This design comes from an exercise in tuning for small area, a short achievable clock period and few clock cycles on the open sky130 flow, not from production work.
No activity file was given, so power comes from the tool's default toggle rates.

== before ==
==> flow/design.v <==
`timescale 1ns/1ps
module ALU (
    input  [7:0] A,
    input  [7:0] Bx,
    input  [3:0] instruction,
    input        item,
    output [7:0] F
);
    wire [3:0] op = instruction;
    wire [2:0] k  = Bx[2:0];                    
    wire sub    = ~op[3] & ~op[2] & ~op[1] & op[0];           
    wire is_as  = item & ~op[3] & ~op[2] & ~op[1];            
    wire is_shf = item & ~op[3] & ~op[2] & op[1];             
    wire is_rot = item & ~op[3] & op[2] & ~op[1];             
    wire left   = op[0];
    wire is_and = item & ~op[3] & op[2] & op[1] & ~op[0];    
    wire is_or  = item & ~op[3] & op[2] & op[1] & op[0];     
    wire is_not = item & op[3] & ~op[2] & ~op[1] & ~op[0];   
    wire is_xor = item & op[3] & ~op[2] & ~op[1] & op[0];    
    wire [7:0] p  = A ^ Bx;
    wire [7:0] g  = A & Bx;
    wire [7:0] G0 = {g[7:1], g[0] | (p[0] & sub)};
    wire [7:0] P0 = p;
    wire [7:0] G1 = G0 | (P0 & {G0[6:0], 1'b0});
    wire [7:0] P1 = P0 & {P0[6:0], 1'b1};
    wire [7:0] G2 = G1 | (P1 & {G1[5:0], 2'b0});
    wire [7:0] P2 = P1 & {P1[5:0], 2'b11};
    wire [7:0] G3 = G2 | (P2 & {G2[3:0], 4'b0});
    wire [7:0] sum = p ^ {G3[6:0], sub};
    wire a0 = k[0];
    wire a1 = k[1] ^ (left & k[0]);
    wire a2 = k[2] ^ (left & (k[1] | k[0]));
    wire [7:0] s1 = a0 ? {A[0],    A[7:1]}  : A;
    wire [7:0] s2 = a1 ? {s1[1:0], s1[7:2]} : s1;
    wire [7:0] s4 = a2 ? {s2[3:0], s2[7:4]} : s2;
    wire shf_ok = is_shf & ~|Bx[7:3];
    wire rot_ok = is_rot & ~|Bx[7:4] & ~(Bx[3] & |k);
    wire [7:0] keep;
    genvar i;
    generate for (i = 0; i < 8; i = i + 1) begin : kp
        assign keep[i] = rot_ok | (shf_ok & (left ? (k <= i) : (k <= 7 - i)));
    end endgenerate
    assign F = ({8{is_as}} & sum) | (keep & s4) |
               ({8{is_xor | is_or}} & p) | ({8{is_and | is_or}} & g) | ({8{is_not}} & ~A);
endmodule
`timescale 1ns/1ps
module top (
    input clk,
    input rst_n,
    input start,
    input valid,
    input [7:0] data_A,
    input [7:0] data_B,
    input [3:0] instruction,
    input [7:0] count,
    output reg [7:0] third_largest,
    output reg finish
);
    reg [7:0] a_q, b_q;
    reg [3:0] op_q;
    reg       item_q;      
    reg [7:0] r;           
    reg [7:0] remaining;   
    reg [7:0] largest, second_largest;
    reg       start_q;
    reg       last1, last2;
    wire [7:0] alu_result;
    ALU alu_inst (
        .A(a_q),
        .Bx(b_q),
        .instruction(op_q),
        .item(item_q),
        .F(alu_result)
    );
    wire [7:0] low_zero = {~|remaining[6:0], ~|remaining[5:0], ~|remaining[4:0],
                           ~|remaining[3:0], ~|remaining[2:0], ~|remaining[1:0],
                           ~remaining[0], 1'b1};
    always @(posedge clk) begin
        a_q     <= data_A;
        b_q     <= data_B ^ {8{instruction == 4'b0001}};    
        op_q    <= instruction;
        r       <= alu_result;
        start_q <= start;
        if (start)
            remaining <= count;
        else if (valid)
            remaining <= remaining ^ low_zero;
    end
    always @(posedge clk or negedge rst_n) begin
        if (!rst_n)
            item_q <= 1'b0;
        else
            item_q <= valid;
    end
    always @(posedge clk or negedge rst_n) begin
        if (!rst_n) begin
            last1  <= 1'b0;
            last2  <= 1'b0;
            finish <= 1'b0;
        end else begin
            last1  <= (valid && remaining == 8'd1) || (start && count == 8'd0);
            last2  <= last1;
            finish <= last2;
        end
    end
    function [1:0] cmp8;
        input [7:0] a, b;
        reg [7:0] g, l;
        reg [3:0] g1, l1;
        reg [1:0] g2, l2;
        integer i;
        begin
            g = a & ~b;
            l = ~a & b;
            for (i = 0; i < 4; i = i + 1) begin
                g1[i] = g[2*i+1] | (~l[2*i+1] & g[2*i]);
                l1[i] = l[2*i+1] | (~g[2*i+1] & l[2*i]);
            end
            for (i = 0; i < 2; i = i + 1) begin
                g2[i] = g1[2*i+1] | (~l1[2*i+1] & g1[2*i]);
                l2[i] = l1[2*i+1] | (~g1[2*i+1] & l1[2*i]);
            end
            cmp8 = {g2[1] | (~l2[1] & g2[0]), l2[1] | (~g2[1] & l2[0])};
        end
    endfunction
    wire gt1, lt1, gt2, lt2, gt3, lt3;
    assign {gt1, lt1} = cmp8(r, largest);
    assign {gt2, lt2} = cmp8(r, second_largest);
    assign {gt3, lt3} = cmp8(r, third_largest);
    wire eq1 = ~gt1 & ~lt1;
    wire eq2 = ~gt2 & ~lt2;
    wire upd1 = gt1;
    wire upd2 = gt2 & ~eq1;
    wire upd3 = gt3 & ~eq2 & ~eq1;
    wire [7:0] new2 = gt1 ? largest : r;
    wire [7:0] new3 = gt2 ? second_largest : r;
    always @(posedge clk) begin
        largest        <= ({8{upd1}} & r)    | ({8{~upd1}} & largest        & {8{~start_q}});
        second_largest <= ({8{upd2}} & new2) | ({8{~upd2}} & second_largest & {8{~start_q}});
        third_largest  <= ({8{upd3}} & new3) | ({8{~upd3}} & third_largest  & {8{~start_q}});
    end
endmodule
==> flow/config.mk <==
export PLATFORM = sky130hd
export DESIGN_NAME = top
export DESIGN_NICKNAME = top
export VERILOG_FILES = /design/flow/design.v
export SDC_FILE = /design/flow/constraint.sdc
export NUM_CORES = 4
export LEC_CHECK = 0
export ABC_CLOCK_PERIOD_IN_PS = 2200
export CAP_MARGIN = 20
export CORE_MARGIN = 2
export CORE_UTILIZATION = 40
export SETUP_SLACK_MARGIN = 3.8
export SLEW_MARGIN = 20
==> flow/constraint.sdc <==
create_clock -name core_clock -period 6.0 [get_ports {clk}]
set_input_delay 1.2000 -clock core_clock [delete_from_list [all_inputs] [get_ports {clk}]]
set_output_delay 1.2000 -clock core_clock [all_outputs]
set_load 0.01 [all_outputs]
standard.sh (not shown) runs the stock make flow with config.mk's settings and CLKGATE_MAP_FILE= SYNTH_SCRIPT=/design/flow/synth_recipe.tcl, a recipe that flattens the netlist after the stock synthesis.
==> flow/flow/run.sh <==
#!/bin/bash
# Standard layout, with plain buffers (buf_2) on the ports instead of the
# delay buffers buffer_ports picks by default.
set -o pipefail
ls -la > ls.log 2>&1
cat standard.sh > standard_copy.log
export BUFFER_PORTS_ARGS="-buffer_cell sky130_fd_sc_hd__buf_2"
bash standard.sh > standard.log 2>&1
before completed end to end with timing, DRC and antenna clean.
Input changes introduced in after (baseline for comparison: before):
==> flow/run.sh (new file) <==
#!/bin/bash
# synth_recipe.tcl (not shown) runs the flow's synth.tcl, then flattens the netlist and writes it again
# the make line also repeats each setting of config.mk as NAME=value (left out here)
make -C /OpenROAD-flow-scripts/flow DESIGN_CONFIG=/design/flow/config.mk WORK_HOME=/design/flow/orfs CLKGATE_MAP_FILE= SYNTH_SCRIPT=/design/flow/synth_recipe.tcl finish
removed: flow/flow/run.sh
removed: flow/standard.sh
==> run notes <==
after has post-CTS resize count above what before had.
Taking before as the reference, in after routability-driven placement congestion ratio lost 2.4%, final critical path time including I/O delays and setup now sits lower, I/O pin count saw little to no change, sequential power now sits at about the same level.
Of the two candidates, before has the worse global-route wire length before repair and after the better one.
Part of the power in combinational logic in after is 2.1 points above before.
No run of this note included a check of the RTL's function; only the layout flow was run.

static timing again, ports no longer ideal:
No port has a modelled driver above. Below, the same layouts with a new extraction and two added sets of constraints. Step 1: set_driving_cell puts a clkbuf_16 on clk and a buf_2 on each other input, an assumption about the parent block. Step 2, shift: input delay + t, output delay - t, t = (earliest + latest rising clock arrival at the registers) / 2. This alone moves slack from input paths to output paths. a / b / c = ideal ports / drivers / drivers and shift; a / b = the first two.
run	t, ns	setup slack, ns	worst setup path after step 2	worst slew at a driven data input, ns
before	0.369	3.694 / 3.694 / 3.694	register to register	0.03
after	0.369	3.730 / 3.730 / 3.583	input to register	0.03
After both steps setup and hold are still met in every run listed. The setup slack of after, which loses most, moves by 0.000 ns with the drivers and by -0.147 ns with both steps.
